What follows belongs to an exercise in optimizing a design on an open flow for small area; a production flow would make more cautious choices.
In this exercise RTL edits were held to simulation tests only and were not proved equivalent to the original.
Power is estimated from default activity; no workload was simulated.

// top
module top (
    input  logic              		clk,
    input  logic              		rst_n,
    input  logic              		valid_in_dac,    
    input  logic signed [15 : 0]    audio_in,        
    input  logic              		valid_in_adc,    
    input  logic              		sdm_in,          
    output logic              		valid_out_dac,
    output logic              		sdm_out,
    output logic              		valid_out_adc,
    output logic signed [15 : 0]    audio_out
);
  logic valid_out_dac_int;
  logic sdm_out_int;
  logic valid_out_adc_int;
  logic signed [15 : 0] audio_out_int;
  sdm_dac_1st dac_1st_order (
      .clk       (clk),
      .rst_n     (rst_n),
      .valid_in  (valid_in_dac),
      .din       (audio_in),
      .valid_out (valid_out_dac_int),
      .dout      (sdm_out_int)
  );
  assign valid_out_dac = valid_out_dac_int;
  assign sdm_out       = sdm_out_int;
  assign valid_out_adc = valid_out_adc_int;
  assign audio_out     = audio_out_int;
  sdm_adc_art adc_art (
      .clk       (clk),
      .rst_n     (rst_n),
      .valid_in  (valid_in_adc),
      .din       (sdm_in),
      .valid_out (valid_out_adc_int),
      .dout      (audio_out_int)
  );
endmodule
export LEC_CHECK = 0
export CAP_MARGIN = 20
export CORE_MARGIN = 2
export CORE_UTILIZATION = 65
export CTS_BUF_LIST = sky130_fd_sc_hd__clkbuf_8
export SLEW_MARGIN = 20
create_clock -name core_clock -period 20.0 [get_ports {clk}]
standard.sh (not shown) runs the stock make flow with config.mk's settings and CLKGATE_MAP_FILE= SYNTH_SCRIPT=/design/flow/synth_recipe.tcl, a recipe that flattens the netlist after the stock synthesis.
==> flow/flow/run.sh <==
#!/bin/bash
# The standard layout with two changes: the port buffers are the smallest
# buffer cell, and clock tree synthesis adds no dummy loads. Each tool's full
# output stays in ORFS's own logs; make's output goes to standard.log here.
set -euo pipefail
export BUFFER_PORTS_ARGS="-buffer_cell sky130_fd_sc_hd__buf_1"
export CTS_ARGS="-sink_clustering_enable -repair_clock_nets -buf_list sky130_fd_sc_hd__clkbuf_8 -dont_use_dummy_load"
bash standard.sh > standard.log 2>&1
Rerun with:
--- a/flow/flow/run.sh
+++ b/flow/flow/run.sh
@@ -7 +7 @@
-export CTS_ARGS="-sink_clustering_enable -repair_clock_nets -buf_list sky130_fd_sc_hd__clkbuf_8 -dont_use_dummy_load"
+export CTS_ARGS="-sink_clustering_enable -repair_clock_nets -buf_list sky130_fd_sc_hd__clkbuf_8 -sink_clustering_size 30 -sink_clustering_max_diameter 80 -dont_use_dummy_load"
--- a/flow/config.mk
+++ b/flow/config.mk
@@ -10 +10 @@
-export CORE_UTILIZATION = 65
+export CORE_UTILIZATION = 40
Result: Sequential share of layout area went down by 0.48 points; total power went down by 1.7%; critical path depth went down by 1; cell count went up by 10%; non-clock buffer count went down by 3; via count went down by 3.3%.
Rerun with:
--- a/flow/flow/run.sh
+++ b/flow/flow/run.sh
@@ -7 +7 @@
-export CTS_ARGS="-sink_clustering_enable -repair_clock_nets -buf_list sky130_fd_sc_hd__clkbuf_8 -sink_clustering_size 30 -sink_clustering_max_diameter 80 -dont_use_dummy_load"
+export CTS_ARGS="-sink_clustering_enable -repair_clock_nets -buf_list sky130_fd_sc_hd__clkbuf_8 -dont_use_dummy_load"
Outcome:
- The new run finished clean
- core utilization stays the same
- area after synthesis is unchanged
- routed wire length is unchanged
- total power does not change
- non-clock buffer count does not change

---

top, a different RTL version from the one above (not shown whole).
Size: ~850 cells after synthesis, about 160 flip-flops, about 40 I/O pins, about 9100 sq um of cells after synthesis.
clock: 20.0 ns
lec_check: 0
cap_margin: 20
core_margin: 2
core_utilization: 40
cts_buf_list: sky130_fd_sc_hd__clkbuf_8
slew_margin: 20
run.sh (not shown) runs the stock make flow with config.mk's settings and CLKGATE_MAP_FILE= SYNTH_SCRIPT=/design/flow/synth_recipe.tcl, a recipe that flattens the netlist after the stock synthesis.
Stock flow here: none of the scripts above is used.
Edit:
- CTS_BUF_LIST: sky130_fd_sc_hd__clkbuf_8 -> unset
=>
- routed wire length is higher slightly
- core utilization is higher by 0.85 points
- via count is lower slightly
- setup slack is worse by 0.0091 ns
- power is higher by a few percent
- maximum frequency hardly moves

---

## run 1
top, a different RTL version from the one above (not shown whole).
Size in the first run: ~930 cells after synthesis, roughly 8200 um2 of cells after synthesis.
Settings: LEC_CHECK=0, ABC_AREA=1, CAP_MARGIN=20, CORE_MARGIN=2, CORE_UTILIZATION=60, CTS_BUF_LIST=sky130_fd_sc_hd__clkbuf_8, SLEW_MARGIN=20; clock period 20.0 ns.
standard.sh (not shown) runs the stock make flow with config.mk's settings and CLKGATE_MAP_FILE= SYNTH_SCRIPT=/design/flow/synth_recipe.tcl, a recipe that flattens the netlist after the stock synthesis.
==> flow/flow/run.sh <==
#!/bin/bash
# The standard layout with these changes: the port buffers are the
# smallest buffer cell, clock tree synthesis adds no dummy loads, and after
# floorplanning OpenROAD's restructure re-maps the combinational logic for
# area (flow/restructure.tcl). Logs here: standard.log (make's output) and
# filter_lib.log; OpenROAD's output, restructure's included, is in ORFS's own
# logs under orfs/logs.
set -euo pipefail
export RUN_DIR="$PWD"
export BUFFER_PORTS_ARGS="-buffer_cell sky130_fd_sc_hd__buf_1"
export POST_FLOORPLAN_TCL="$PWD/flow/restructure.tcl"
export CTS_ARGS="-sink_clustering_enable -repair_clock_nets -buf_list sky130_fd_sc_hd__clkbuf_8 -dont_use_dummy_load"
bash standard.sh > standard.log 2>&1
==> flow/flow/filter_lib.py <==
"""Write a copy of the platform's liberty without the cells the platform marks
don't-use, for the logic restructuring step (which reads a liberty file itself)."""
import sys, re
src, dst = sys.argv[1], sys.argv[2]
dont = set(sys.argv[3].split())
text = open(src).read()
out, dropped = [], 0
pos = 0
pat = re.compile(r'\n(\s*)cell\s*\(\s*"?(\w+)"?\s*\)\s*\{')
while True:
    m = pat.search(text, pos)
    if not m:
        out.append(text[pos:])
        break
    # find the end of this cell group by brace counting
    depth, j = 1, m.end()
    while depth:
        c = text[j]
        if c == '{':
            depth += 1
        elif c == '}':
            depth -= 1
        j += 1
    if m.group(2) in dont:
        out.append(text[pos:m.start()])
        dropped += 1
    else:
        out.append(text[pos:j])
    pos = j
open(dst, 'w').write(''.join(out))
print(f"dropped {dropped} cells")
==> flow/flow/restructure.tcl <==
# Area recovery on the combinational logic between registers (registers and
# ports untouched), mapped onto the platform's cells minus its don't-use list.
set rmp_dir $::env(RESULTS_DIR)/rmp
file mkdir $rmp_dir
set rmp_lib $rmp_dir/rmp.lib
exec python3 [file join [file dirname [info script]] filter_lib.py] \
  [lindex $::env(LIB_FILES) 0] $rmp_lib $::env(DONT_USE_CELLS) \
  > $::env(RUN_DIR)/filter_lib.log 2>@1
restructure -target area -liberty_file $rmp_lib \
  -tielo_port sky130_fd_sc_hd__conb_1/LO -tiehi_port sky130_fd_sc_hd__conb_1/HI \
  -work_dir $rmp_dir -abc_logfile $::env(RUN_DIR)/restructure_abc.log
#### Input delta (run 2 over run 1)
-- flow/config.mk --
<<< run 1, line 9
export CAP_MARGIN = 20
export CORE_MARGIN = 2
export CORE_UTILIZATION = 60
export CTS_BUF_LIST = sky130_fd_sc_hd__clkbuf_8
export SLEW_MARGIN = 20
>>> run 2, line 9
export CAP_MARGIN = 20
export CORE_MARGIN = 2
export CORE_UTILIZATION = 40
export CTS_BUF_LIST = sky130_fd_sc_hd__clkbuf_8
export PLACE_DENSITY = 0.75
export SLEW_MARGIN = 20
Run 1 and run 2 ended up with nearly the same power attributed to sequential cells.
Run 2 against run 1: post-detailed-placement cell area +1.5%, power density relative to cell area -about 2%, final cell count +about 9%.
Edits applied to the flow inputs when going from run 2 to run 3:
-- flow/flow/filter_lib.py --
<<< run 2, line 22
            depth -= 1
        j += 1
    if m.group(2) in dont:
        out.append(text[pos:m.start()])
        dropped += 1
>>> run 3, line 22
            depth -= 1
        j += 1
    if m.group(2) in dont or re.search(r'_(2|3|4|6|8|12|16)$', m.group(2)):
        out.append(text[pos:m.start()])
        dropped += 1
-- flow/config.mk --
<<< run 2, line 11
export CORE_UTILIZATION = 40
export CTS_BUF_LIST = sky130_fd_sc_hd__clkbuf_8
export PLACE_DENSITY = 0.75
export SLEW_MARGIN = 20
>>> run 3, line 11
export CORE_UTILIZATION = 40
export CTS_BUF_LIST = sky130_fd_sc_hd__clkbuf_8
export SLEW_MARGIN = 20
--- outcome ---
- No final results exist for run 3, since it was stopped by error RMP-0006 during floorplan (2_1_floorplan).
- Run 3 -> run 2: xor-xnor portion of the synthesized cell area delta 0, exact match
- Delta (run 3 minus run 2): number of storage elements in the synthesis netlist essentially unchanged; standard-cell row count essentially unchanged.
- Taking run 2 as the reference, in run 3 synthesized area shows no meaningful change, complex-gate fraction of the synthesized area shows no meaningful change.
- Run 2 -> run 3: number of enable flip-flop cells after synthesis delta 0, exact match
- Status: number of distinct standard cells referenced by the synthesized netlist parity (run 3, run 2)
- Fraction of the mapped netlist area in simple logic gates: run 2 vs run 3 identical
- Number of nets produced by synthesis delta (run 2 -> run 3): insignificant
- As far as instance count of the mapped netlist goes, run 3 and run 2 are indistinguishable; the numbers are identical.

---

Setup of the baseline:
top, a different RTL version from the one above (not shown whole).
Size: roughly 40 I/O pins.
Settings: LEC_CHECK=0, CAP_MARGIN=20, CORE_MARGIN=2, CORE_UTILIZATION=40, CTS_BUF_LIST=sky130_fd_sc_hd__clkbuf_8, SLEW_MARGIN=20; clock period 20.0 ns.
run.sh (not shown) runs the stock make flow with config.mk's settings and CLKGATE_MAP_FILE= SYNTH_SCRIPT=/design/flow/synth_recipe.tcl, a recipe that flattens the netlist after the stock synthesis.
Stock flow here: none of the scripts above is used.
The baseline reached the final stage; the timing, design-rule and antenna checks on its layout passed.
Edits applied to the flow inputs when going from the baseline to the candidate:
==> flow/flow/run.sh (new file) <==
#!/bin/bash
# The standard layout with two changes: the port buffers are the smallest
# buffer cell, and clock tree synthesis adds no dummy loads. Each tool's full
# output stays in ORFS's own logs; make's output goes to standard.log here.
set -euo pipefail
export BUFFER_PORTS_ARGS="-buffer_cell sky130_fd_sc_hd__buf_1"
export CTS_ARGS="-sink_clustering_enable -repair_clock_nets -buf_list sky130_fd_sc_hd__clkbuf_8 -dont_use_dummy_load"
bash standard.sh > standard.log 2>&1
==> flow/standard.sh (new file) <==
#!/bin/bash
# synth_recipe.tcl (not shown) runs the flow's synth.tcl, then flattens the netlist and writes it again
# the make line also repeats each setting of config.mk as NAME=value (left out here)
make -C /OpenROAD-flow-scripts/flow DESIGN_CONFIG=/design/flow/config.mk WORK_HOME=/design/flow/orfs CLKGATE_MAP_FILE= SYNTH_SCRIPT=/design/flow/synth_recipe.tcl "${@:-finish}"
removed: flow/run.sh
Findings:
| worst hold margin | higher: the baseline |
[compare] base=the baseline new=the candidate: number of enable flip-flop cells after synthesis stayed essentially flat, clock network power fell by 30%.
The register-to-register slack of the baseline and that of the candidate are within noise of each other.
Compared with the baseline, in the candidate relative contribution of combinational cells to total power went up 1.8 points, share of total power in sequential cells went up 2.3 points, clock latency reported for the late side of the worst-skew pair held.
The fmax on the baseline is in line with that on the candidate.
Between the candidate and the baseline, the difference in wire length of the first global-routing pass is negligible.
The candidate vs. the baseline: routed wire length fell 0.74%; sequential share of cell area rose 1.9 points.

---

== raven ==
top with an RTL version that a note above also has.
Size: about 40 I/O pins.
clock: 20.0 ns
lec_check: 0
abc_area: 1
cap_margin: 20
core_margin: 2
core_utilization: 40
cts_buf_list: sky130_fd_sc_hd__clkbuf_8
slew_margin: 20
standard.sh (not shown) runs the stock make flow with config.mk's settings and CLKGATE_MAP_FILE= SYNTH_SCRIPT=/design/flow/synth_recipe.tcl, a recipe that flattens the netlist after the stock synthesis.
==> flow/flow/run.sh <==
#!/bin/bash
# The standard layout with these changes: the port buffers are the
# smallest buffer cell, clock tree synthesis adds no dummy loads, and after
# floorplanning OpenROAD's restructure re-maps the combinational logic for
# area (flow/restructure.tcl). Logs here: standard.log (make's output) and
# filter_lib.log; OpenROAD's output, restructure's included, is in ORFS's own
# logs under orfs/logs.
set -euo pipefail
export RUN_DIR="$PWD"
export BUFFER_PORTS_ARGS="-buffer_cell sky130_fd_sc_hd__buf_1"
export POST_FLOORPLAN_TCL="$PWD/flow/restructure.tcl"
export CTS_ARGS="-sink_clustering_enable -repair_clock_nets -buf_list sky130_fd_sc_hd__clkbuf_8 -dont_use_dummy_load"
bash standard.sh > standard.log 2>&1
==> flow/flow/filter_lib.py <==
"""Write a copy of the platform's liberty without the cells the platform marks
don't-use, for the logic restructuring step (which reads a liberty file itself)."""
import sys, re
src, dst = sys.argv[1], sys.argv[2]
dont = set(sys.argv[3].split())
text = open(src).read()
out, dropped = [], 0
pos = 0
pat = re.compile(r'\n(\s*)cell\s*\(\s*"?(\w+)"?\s*\)\s*\{')
while True:
    m = pat.search(text, pos)
    if not m:
        out.append(text[pos:])
        break
    # find the end of this cell group by brace counting
    depth, j = 1, m.end()
    while depth:
        c = text[j]
        if c == '{':
            depth += 1
        elif c == '}':
            depth -= 1
        j += 1
    if m.group(2) in dont:
        out.append(text[pos:m.start()])
        dropped += 1
    else:
        out.append(text[pos:j])
    pos = j
open(dst, 'w').write(''.join(out))
print(f"dropped {dropped} cells")
Scripts as last shown in full above: flow/flow/restructure.tcl
Inputs modified between raven and indigo:
diff --git a/flow/flow/run.sh b/flow/flow/run.sh
--- a/flow/flow/run.sh
+++ b/flow/flow/run.sh
@@ -4,5 +4,4 @@
 # floorplanning OpenROAD's restructure re-maps the combinational logic for
-# area (flow/restructure.tcl). Logs here: standard.log (make's output) and
-# filter_lib.log; OpenROAD's output, restructure's included, is in ORFS's own
-# logs under orfs/logs.
+# area (flow/restructure.tcl). Logs here: standard.log (make), filter_lib.log,
+# restructure_abc.log; ORFS's own logs are under orfs/logs.
 set -euo pipefail
diff --git a/flow/flow/filter_lib.py b/flow/flow/filter_lib.py
--- a/flow/flow/filter_lib.py
+++ b/flow/flow/filter_lib.py
@@ -6,3 +6,5 @@
 text = open(src).read()
-out, dropped = [], 0
+out, i, dropped = [], 0, 0
+
+
 pos = 0
--- outcome ---
- There was hardly any difference in clock share of power between indigo and raven.
- On reg2reg setup slack, indigo and raven are neck and neck.
- Post-route clock period utilization delta (raven -> indigo): insignificant

---

## wip/garnet
top, a different RTL version from the one above (not shown whole).
Size: ~730 cells after synthesis, about 160 flip-flops, ~40 I/O pins, roughly 8100 um2 of cells after synthesis.
Settings: LEC_CHECK=0, CAP_MARGIN=20, CORE_MARGIN=2, CORE_UTILIZATION=40, CTS_BUF_LIST=sky130_fd_sc_hd__clkbuf_8, SLEW_MARGIN=20; clock period 20.0 ns.
==> flow/flow/run.sh <==
#!/bin/bash
# The standard layout with these changes: the port buffers are the
# smallest buffer cell, clock tree synthesis adds no dummy loads, and after
# floorplanning OpenROAD's restructure re-maps the combinational logic for
# area (flow/restructure.tcl). Logs here: standard.log (make), filter_lib.log,
# restructure_abc.log; ORFS's own logs are under orfs/logs.
set -euo pipefail
export RUN_DIR="$PWD"
export BUFFER_PORTS_ARGS="-buffer_cell sky130_fd_sc_hd__buf_1"
export POST_FLOORPLAN_TCL="$PWD/flow/restructure.tcl"
export CTS_ARGS="-sink_clustering_enable -repair_clock_nets -buf_list sky130_fd_sc_hd__clkbuf_8 -dont_use_dummy_load"
bash standard.sh > standard.log 2>&1
==> flow/flow/filter_lib.py <==
"""Write a copy of the platform's liberty without the cells the platform marks
don't-use, for the logic restructuring step (which reads a liberty file itself)."""
import sys, re
src, dst = sys.argv[1], sys.argv[2]
dont = set(sys.argv[3].split())
text = open(src).read()
out, i, dropped = [], 0, 0


pos = 0
pat = re.compile(r'\n(\s*)cell\s*\(\s*"?(\w+)"?\s*\)\s*\{')
while True:
    m = pat.search(text, pos)
    if not m:
        out.append(text[pos:])
        break
    # find the end of this cell group by brace counting
    depth, j = 1, m.end()
    while depth:
        c = text[j]
        if c == '{':
            depth += 1
        elif c == '}':
            depth -= 1
        j += 1
    if m.group(2) in dont:
        out.append(text[pos:m.start()])
        dropped += 1
    else:
        out.append(text[pos:j])
    pos = j
open(dst, 'w').write(''.join(out))
print(f"dropped {dropped} cells")
==> flow/flow/restructure.tcl <==
# Area recovery on the combinational logic between registers (registers and
# ports untouched), mapped onto the platform's cells minus its don't-use list.
set rmp_dir $::env(RESULTS_DIR)/rmp
file mkdir $rmp_dir
set rmp_lib $rmp_dir/rmp.lib
exec python3 [file join [file dirname [info script]] filter_lib.py] \
  [lindex $::env(LIB_FILES) 0] $rmp_lib $::env(DONT_USE_CELLS) \
  > $::env(RUN_DIR)/filter_lib.log 2>@1
restructure -target area -liberty_file $rmp_lib \
  -tielo_port sky130_fd_sc_hd__conb_1/LO -tiehi_port sky130_fd_sc_hd__conb_1/HI \
  -work_dir $rmp_dir -abc_logfile $::env(RUN_DIR)/restructure_abc.log
restructure -target area -liberty_file $rmp_lib \
  -tielo_port sky130_fd_sc_hd__conb_1/LO -tiehi_port sky130_fd_sc_hd__conb_1/HI \
  -work_dir $rmp_dir -abc_logfile $::env(RUN_DIR)/restructure_abc2.log
The flow did not stop early for wip/garnet: all stages ran, and the layout cleared the timing, design-rule and antenna checks.
Setup changes, wip/garnet to wip/onyx
==> flow/flow/run.sh <==
#!/bin/bash
# The standard layout with two changes: the port buffers are the smallest
# buffer cell, and clock tree synthesis adds no dummy loads. Each tool's full
# output stays in ORFS's own logs; make's output goes to standard.log here.
set -euo pipefail
export BUFFER_PORTS_ARGS="-buffer_cell sky130_fd_sc_hd__buf_1"
export RECOVER_POWER=100
export CTS_ARGS="-sink_clustering_enable -repair_clock_nets -buf_list sky130_fd_sc_hd__clkbuf_8 -dont_use_dummy_load"
bash standard.sh > standard.log 2>&1
removed: flow/flow/filter_lib.py
removed: flow/flow/restructure.tcl
### Flow results
wip/onyx finished all stages; layout check result: FAIL, due to capacitance limit, slew limit. wip/garnet -> wip/onyx: clock-buffer cell count delta 0, exact match. wip/onyx: portion of total power attributed to the clock network is 3.2 points higher than what wip/garnet reported. Comparing wip/garnet and wip/onyx, the lower share of the cycle needed by the critical path after routing was measured on wip/garnet. Comparing wip/garnet with wip/onyx, the clock latency at the later pin of the worst-skew pair came out essentially unchanged.
Input changes introduced in wip/nickel (baseline for comparison: wip/onyx):
==> flow/flow/run.sh <==
#!/bin/bash
# The standard layout with two changes: the port buffers are the smallest
# buffer cell, and clock tree synthesis adds no dummy loads. Each tool's full
# output stays in ORFS's own logs; make's output goes to standard.log here.
set -euo pipefail
export BUFFER_PORTS_ARGS="-buffer_cell sky130_fd_sc_hd__buf_1"
export CTS_ARGS="-sink_clustering_enable -repair_clock_nets -buf_list \"sky130_fd_sc_hd__clkbuf_4 sky130_fd_sc_hd__clkbuf_8\" -dont_use_dummy_load"
bash standard.sh > standard.log 2>&1
[summary]
- Summary of wip/nickel over wip/onyx: area added between synthesis and finish rose 0.23 points; total non-filler cell area in the finished layout about even.
- wip/nickel ended with more flop-to-flop setup slack than wip/onyx.
- In the tables for wip/nickel and wip/onyx, shortest clock period the worst path allows after layout reads higher with wip/onyx.
- As far as wire length of the first global-routing pass goes, wip/onyx and wip/nickel are indistinguishable; the numbers are identical.
- Delta (wip/nickel minus wip/onyx): worst-case setup margin in the final layout grew by 900 ps; maximum cell stage delay along the critical path shrank by 160 ps; sum of internal, switching and leakage power ~0 delta; wire length held.
- Reported for wip/nickel and wip/onyx, critical path depth turned out identical to the last digit.
- For flip-flop and latch share of the layout cell area, wip/nickel and wip/onyx come out practically identical.
- Complete run, failing final checks: wip/onyx, reason capacitance limit, slew limit.
- wip/nickel: PASS, flow complete, no timing, DRC or antenna violations
#### Input delta (wip/umber over wip/nickel)
==> flow/flow/run.sh <==
#!/bin/bash
# The standard layout with two changes: the port buffers are the smallest
# buffer cell, and clock tree synthesis adds no dummy loads. Each tool's full
# output stays in ORFS's own logs; make's output goes to standard.log here.
set -euo pipefail
export BUFFER_PORTS_ARGS="-buffer_cell sky130_fd_sc_hd__buf_1"
export CTS_ARGS="-sink_clustering_enable -repair_clock_nets -buf_list sky130_fd_sc_hd__clkbuf_8 -dont_use_dummy_load"
bash standard.sh > standard.log 2>&1
Results
No stage failed in wip/umber, and the final checks on the layout all came back clean.
Between wip/umber and wip/nickel, the difference in combinational power is negligible.
Comparing wip/umber against wip/nickel, there is no change at all in flip-flop and latch count.
wip/umber -> wip/nickel: number of antenna violations at the first check in global routing delta 0, exact match
Simple-gate portion of the synthesized area: wip/nickel vs wip/umber, no meaningful difference
Reported for wip/umber and wip/nickel, worst path buffer plus inverter count turned out identical to the last digit.
Routed wire length came out exactly the same in wip/umber and wip/nickel.
Synthesized area came out exactly the same in wip/umber and wip/nickel.

-- port drivers added, routing unchanged --
In the flow no input, the clock included, has a driving cell. The finished layouts below were timed again as built, in two steps. Step 1 (the two cells are an assumption about what drives the block):
set clk [get_ports {clk}]
set_driving_cell -lib_cell sky130_fd_sc_hd__clkbuf_16 $clk
set_driving_cell -lib_cell sky130_fd_sc_hd__buf_2 [delete_from_list [all_inputs] $clk]
Step 2 adds t to the input delays and takes it off the output delays; t is the mean of the earliest and latest rising clock arrival at the registers after step 1. Input paths then give back, and output paths get back, about the clock's delay inside the block. a / b / c = ideal ports / drivers / drivers and shift; a / b = the first two.
run	t (ns)	setup WS [ns]	worst slew at a driven data input, ns
the first run of note 1	0.488	6.799 / 6.799 / 6.799	0.04
the second run of note 1	0.474	6.432 / 6.432 / 6.432	0.03
the third run of note 1	0.474	6.432 / 6.432 / 6.432	0.03
the first run of note 2	0.502	0.954 / 0.954 / 0.954	0.03
the second run of note 2	0.475	0.945 / 0.945 / 0.945	0.03
run 1	0.463	6.160 / 6.160 / 6.160	0.04
run 2	0.473	6.319 / 6.319 / 6.319	0.04
the baseline	0.493	6.531 / 6.531 / 6.531	0.04
the candidate	0.490	6.532 / 6.532 / 6.532	0.04
raven	0.467	6.277 / 6.277 / 6.277	0.04
indigo	0.467	6.277 / 6.277 / 6.277	0.04
wip/garnet	0.473	6.721 / 6.721 / 6.721	0.03
wip/onyx	0.467	6.161 / 6.161 / 6.161	0.03
wip/nickel	0.463	7.065 / 7.065 / 7.065	0.03
wip/umber	0.463	7.065 / 7.065 / 7.065	0.03
